Background: an optimization exercise with open tools, aiming at small area. Do not read the settings as production practice. The RTL was checked by simulation tests, not by an equivalence proof against the original design. No activity file was given, so power comes from the tool's default toggle rates.

// APB_WRAPPER
module APB_WRAPPER(
    input PCLK,
    input PRESETn,
    input TRANSFER,
    input [31:0] address,
    input [31:0] write_data,
    input write_en,
    output reg [31:0] read_data
);
For scale: roughly 330 flip-flops.
export LEC_CHECK = 0
export CAP_MARGIN = 20
export CORE_MARGIN = 2
export CORE_UTILIZATION = 70
export GPL_TIMING_DRIVEN = 0
export PLACE_DENSITY = 0.85
export SLEW_MARGIN = 20
export SYNTH_HIERARCHICAL = 1
export SYNTH_MINIMUM_KEEP_SIZE = 0
create_clock -name core_clock -period 5.0 [get_ports {PCLK}]
standard.sh (not shown) runs the stock make flow with config.mk's settings and CLKGATE_MAP_FILE= SYNTH_SCRIPT=/design/flow/synth_recipe.tcl, a recipe that flattens the netlist after the stock synthesis.
==> flow/flow/run.sh <==
#!/bin/bash
# Own layout flow: the standard flow with every synthesised cell first
# set to its smallest size, smaller port buffers, and a clock tree without
# dummy loads. make's output goes to ./flow_make.log, each step's to ORFS's logs.
set -euo pipefail
here=$(pwd)
export PRE_FLOORPLAN_TCL="$here/flow/downsize.tcl"
export BUFFER_PORTS_ARGS="-buffer_cell sky130_fd_sc_hd__buf_1"
export CTS_ARGS="-sink_clustering_enable -repair_clock_nets -dont_use_dummy_load -buf_list {sky130_fd_sc_hd__clkbuf_8} -root_buf sky130_fd_sc_hd__clkbuf_2 -tree_buf sky130_fd_sc_hd__clkbuf_2 -sink_clustering_size 20 -sink_clustering_max_diameter 50"
bash standard.sh finish > flow_make.log 2>&1
==> flow/flow/downsize.tcl <==
# Before floorplan: set every cell to the smallest-area drive strength of its
# own family (same function and pins). Later repair steps size cells up and
# buffer nets again wherever slew, capacitance or timing needs it.
set db [ord::get_db]
set block [[$db getChip] getBlock]
set best [dict create]
foreach lib [$db getLibs] {
  foreach m [$lib getMasters] {
    set name [$m getName]
    if {[string match "*lpflow*" $name] || [string match "*probe*" $name]} { continue }
    if {![regexp {^(sky130_fd_sc_hd__[a-z0-9]+)_([0-9]+)$} $name -> fam n]} { continue }
    set lc [get_lib_cells $name]
    if {$lc eq "" || [get_property $lc dont_use]} { continue }
    set area [expr {[$m getWidth] * [$m getHeight]}]
    if {![dict exists $best $fam] || $area < [lindex [dict get $best $fam] 1]} {
      dict set best $fam [list $m $area]
    }
  }
}
set n_swapped 0
foreach inst [$block getInsts] {
  set name [[$inst getMaster] getName]
  if {![regexp {^(sky130_fd_sc_hd__[a-z0-9]+)_([0-9]+)$} $name -> fam n]} { continue }
  if {![dict exists $best $fam]} { continue }
  set m [lindex [dict get $best $fam] 0]
  if {[$m getName] ne $name} {
    $inst swapMaster $m
    incr n_swapped
  }
}
puts "downsize.tcl: swapped $n_swapped cells to their smallest size"
Change:
--- a/flow/flow/run.sh
+++ b/flow/flow/run.sh
@@ -8,3 +8,3 @@
 export BUFFER_PORTS_ARGS="-buffer_cell sky130_fd_sc_hd__buf_1"
-export CTS_ARGS="-sink_clustering_enable -repair_clock_nets -dont_use_dummy_load -buf_list {sky130_fd_sc_hd__clkbuf_8} -root_buf sky130_fd_sc_hd__clkbuf_2 -tree_buf sky130_fd_sc_hd__clkbuf_2 -sink_clustering_size 20 -sink_clustering_max_diameter 50"
+export CTS_ARGS="-sink_clustering_enable -repair_clock_nets -dont_use_dummy_load -buf_list {sky130_fd_sc_hd__clkbuf_8} -root_buf sky130_fd_sc_hd__clkbuf_4 -tree_buf sky130_fd_sc_hd__clkbuf_4 -sink_clustering_size 20 -sink_clustering_max_diameter 50"
 bash standard.sh finish > flow_make.log 2>&1
- GPL_TIMING_DRIVEN: 0 -> unset
After rerunning: Die area is unchanged; global-route usage came out lower by 0.76 points; sequential power stays flat; synthesized cell count does not change; routed wire length came out lower by 3.1%; hold slack gets better by 0.15 ns; via count came out lower by 0.54%; worst setup slack gets worse by 0.049 ns; power came out lower by 1.3%; core utilization came out lower by 1.2 points.
Change:
--- a/flow/flow/run.sh
+++ b/flow/flow/run.sh
@@ -8,3 +8,3 @@
 export BUFFER_PORTS_ARGS="-buffer_cell sky130_fd_sc_hd__buf_1"
-export CTS_ARGS="-sink_clustering_enable -repair_clock_nets -dont_use_dummy_load -buf_list {sky130_fd_sc_hd__clkbuf_8} -root_buf sky130_fd_sc_hd__clkbuf_4 -tree_buf sky130_fd_sc_hd__clkbuf_4 -sink_clustering_size 20 -sink_clustering_max_diameter 50"
+export CTS_ARGS="-sink_clustering_enable -repair_clock_nets -dont_use_dummy_load -buf_list {sky130_fd_sc_hd__clkbuf_8} -root_buf sky130_fd_sc_hd__clkbuf_4 -tree_buf sky130_fd_sc_hd__clkbuf_4 -sink_clustering_size 22 -sink_clustering_max_diameter 45"
 bash standard.sh finish > flow_make.log 2>&1
Outcome: The new run finished clean. Fmax falls slightly. Cell count grows slightly. Sequential share of layout area went down by 0.35 points. Register-to-register slack gets worse by 0.05 ns. Global-route usage is lower by 0.11 points. Critical path depth is unchanged.
Change:
--- a/flow/flow/run.sh
+++ b/flow/flow/run.sh
@@ -8,3 +8,3 @@
 export BUFFER_PORTS_ARGS="-buffer_cell sky130_fd_sc_hd__buf_1"
-export CTS_ARGS="-sink_clustering_enable -repair_clock_nets -dont_use_dummy_load -buf_list {sky130_fd_sc_hd__clkbuf_8} -root_buf sky130_fd_sc_hd__clkbuf_4 -tree_buf sky130_fd_sc_hd__clkbuf_4 -sink_clustering_size 22 -sink_clustering_max_diameter 45"
+export CTS_ARGS="-sink_clustering_enable -repair_clock_nets -dont_use_dummy_load -buf_list {sky130_fd_sc_hd__clkbuf_8} -root_buf sky130_fd_sc_hd__clkbuf_2 -tree_buf sky130_fd_sc_hd__clkbuf_2 -sink_clustering_size 20 -sink_clustering_max_diameter 50"
 bash standard.sh finish > flow_make.log 2>&1
- CORE_UTILIZATION: 70 -> 75
- PLACE_DENSITY: 0.85 -> 0.9
After rerunning: The new run went through all stages and came out clean. Worst setup slack got worse by 0.33 ns. Core utilization climbs by 4.3 points. Routed wire length climbs by about 8%. Final cell count drops by 0.98%. Count of clock-buffer cells in the layout falls by 3. Synthesized cell count does not change. Power barely changes.

* * *

== v33 ==
Another version of the RTL of APB_WRAPPER (not shown whole).
Size in the first run: ~560 cells after synthesis, about 100 I/O pins.
==> flow/design.v (excerpt) <==
module APB_WRAPPER(
    input PCLK,
    input PRESETn,
    input TRANSFER,
    input [31:0] address,
    input [31:0] write_data,
    input write_en,
    output reg [31:0] read_data
);
    localparam IDLE  = 3'b000;
    localparam SETUP = 3'b001;
    localparam W1    = 3'b010;
    localparam W2    = 3'b011;
    localparam W3    = 3'b100;
    localparam R1    = 3'b101;
    localparam R2    = 3'b110;
    localparam R3    = 3'b111;
    reg [2:0] state;
    reg [2:0] next_state;
    always @(*) begin
        case (state)
            IDLE:    next_state = TRANSFER ? SETUP : IDLE;
            SETUP:   next_state = write_en ? W1 : R1;
            W1:      next_state = W2;
            W2:      next_state = W3;
            R1:      next_state = R2;
            R2:      next_state = R3;
            default: next_state = IDLE;
        endcase
    end
    always @(posedge PCLK or negedge PRESETn) begin
        if (!PRESETn)
            state <= IDLE;
        else
            state <= next_state;
    end
    reg [2:0]  taddr;
    reg        pend;
    reg [31:0] wdata;
    always @(posedge PCLK) begin
        if (state == SETUP) begin
  ...
==> flow/config.mk <==
export PLATFORM = sky130hd
export DESIGN_NAME = APB_WRAPPER
export DESIGN_NICKNAME = APB_WRAPPER
export VERILOG_FILES = /design/flow/design.v
export SDC_FILE = /design/flow/constraint.sdc
export NUM_CORES = 4
export LEC_CHECK = 0
export CAP_MARGIN = 20
export CORE_MARGIN = 2
export CORE_UTILIZATION = 60
export PLACE_DENSITY = 0.7
export SLEW_MARGIN = 20
export SYNTH_HIERARCHICAL = 1
export SYNTH_MINIMUM_KEEP_SIZE = 0
==> flow/constraint.sdc <==
create_clock -name core_clock -period 5.0 [get_ports {PCLK}]
set_input_delay 1.0000 -clock core_clock [delete_from_list [all_inputs] [get_ports {PCLK}]]
set_output_delay 1.0000 -clock core_clock [all_outputs]
set_load 0.01 [all_outputs]
==> flow/flow/run.sh <==
#!/bin/bash
# Own layout flow: the standard flow with every synthesised cell first
# set to its smallest size, smaller port buffers, and a clock tree without
# dummy loads. make's output goes to ./flow_make.log, each step's to ORFS's logs.
set -euo pipefail
here=$(pwd)
export PRE_FLOORPLAN_TCL="$here/flow/downsize.tcl"
export BUFFER_PORTS_ARGS="-buffer_cell sky130_fd_sc_hd__buf_1"
export CTS_ARGS="-sink_clustering_enable -repair_clock_nets -dont_use_dummy_load -buf_list {sky130_fd_sc_hd__clkbuf_8 sky130_fd_sc_hd__clkbuf_16} -sink_clustering_size 30 -sink_clustering_max_diameter 40"
bash standard.sh finish > flow_make.log 2>&1
Scripts as last shown in full above: flow/flow/downsize.tcl
For v47, these inputs were changed with respect to v33:
==> flow/flow/run.sh <==
#!/bin/bash
# Own layout flow: the standard flow with every synthesised cell first
# set to its smallest size, smaller port buffers, and a clock tree without
# dummy loads. make's output goes to ./flow_make.log, each step's to ORFS's logs.
set -euo pipefail
here=$(pwd)
export PRE_FLOORPLAN_TCL="$here/flow/downsize.tcl"
export BUFFER_PORTS_ARGS="-buffer_cell sky130_fd_sc_hd__buf_1"
export CTS_ARGS="-sink_clustering_enable -repair_clock_nets -dont_use_dummy_load -buf_list {sky130_fd_sc_hd__clkbuf_4 sky130_fd_sc_hd__clkbuf_8} -sink_clustering_size 20 -sink_clustering_max_diameter 50"
bash standard.sh finish > flow_make.log 2>&1
--- outcome ---
v47 vs v33: fmax up
The flip-flop and latch power of v33 and that of v47 are within noise of each other.
Looking at fraction of power consumed by the clock network, v47 sits 9.6 points below v33.
Per the comparison of v47 with v33, cell area -about 5%, global-route wire length before repair saw a decrease, first-iteration DRC count decreased by about 7% relative to the old numbers, logic gate share of total power went up by 1.5 points.
Global-route usage: v47 vs v33 down 0.53 points
| via count | v47 vs v33 | better |
Edits applied to the flow inputs when going from v47 to v17:
==> flow/flow/run.sh <==
#!/bin/bash
# Own layout flow: the standard flow with every synthesised cell first
# set to its smallest size, smaller port buffers, and a clock tree without
# dummy loads. make's output goes to ./flow_make.log, each step's to ORFS's logs.
set -euo pipefail
here=$(pwd)
export PRE_FLOORPLAN_TCL="$here/flow/downsize.tcl"
export BUFFER_PORTS_ARGS="-buffer_cell sky130_fd_sc_hd__buf_1"
export CTS_ARGS="-sink_clustering_enable -repair_clock_nets -dont_use_dummy_load -buf_list {sky130_fd_sc_hd__clkbuf_4 sky130_fd_sc_hd__clkbuf_8} -sink_clustering_size 24 -sink_clustering_max_diameter 35"
bash standard.sh finish > flow_make.log 2>&1
### Flow results
v17 finished every stage and its layout cleared the timing, DRC and antenna checks.
On v17: switching share of total power is 0.24 points lower than what v47 gave.
Comparing v47 against v17, there is no change at all in number of antenna-violating nets in the routed design.
v17 — worst hold slack 0.042 ns higher, v47 as reference
Delta (v17 minus v47): global routing met3 resource utilization went up 1.6 points; maximum frequency went down 5.0 MHz; share of final layout cell area taken by clock buffers and inverters went up 1.4 points.

==> what the ideal ports hide <==
How much do the figures lean on ideal ports? The routed layouts below were timed once more, with nothing changed but the port constraints. Step 1: set_driving_cell puts a clkbuf_16 on PCLK and a buf_2 on each other input, an assumption about the parent block. Step 2 adds t to the input delays and takes it off the output delays; t is the mean of the earliest and latest rising clock arrival at the registers after step 1. Input paths then give back, and output paths get back, about the clock's delay inside the block. Slacks: no drivers / after step 1 / after step 2; pairs: no drivers / after step 1.
run	shift t [ns]	slack for setup (ns)	worst setup path at the end	latest minus earliest clock arrival (ns)	worst slew at a driven data input, ns
the first run of note 1	0.756	2.669 / 2.631 / 2.610	input to register	0.066 / 0.066	0.04
the second run of note 1	0.641	2.620 / 2.620 / 2.464	input to register	0.036 / 0.036	0.04
the third run of note 1	0.657	2.574 / 2.574 / 2.443	input to register	0.046 / 0.046	0.04
the fourth run of note 1	0.774	2.245 / 2.245 / 2.245	register to register	0.062 / 0.062	0.06
v33	0.528	2.149 / 2.149 / 2.149	register to register	0.045 / 0.045	0.04
v47	0.555	2.196 / 2.196 / 2.196	register to register	0.078 / 0.078	0.04
v17	0.544	2.156 / 2.156 / 2.156	register to register	0.060 / 0.061	0.04
After both steps setup and hold are still met in every run listed. For the second run of note 1, which loses most, drivers alone change the setup slack by 0.000 ns; drivers and shift together by -0.156 ns.
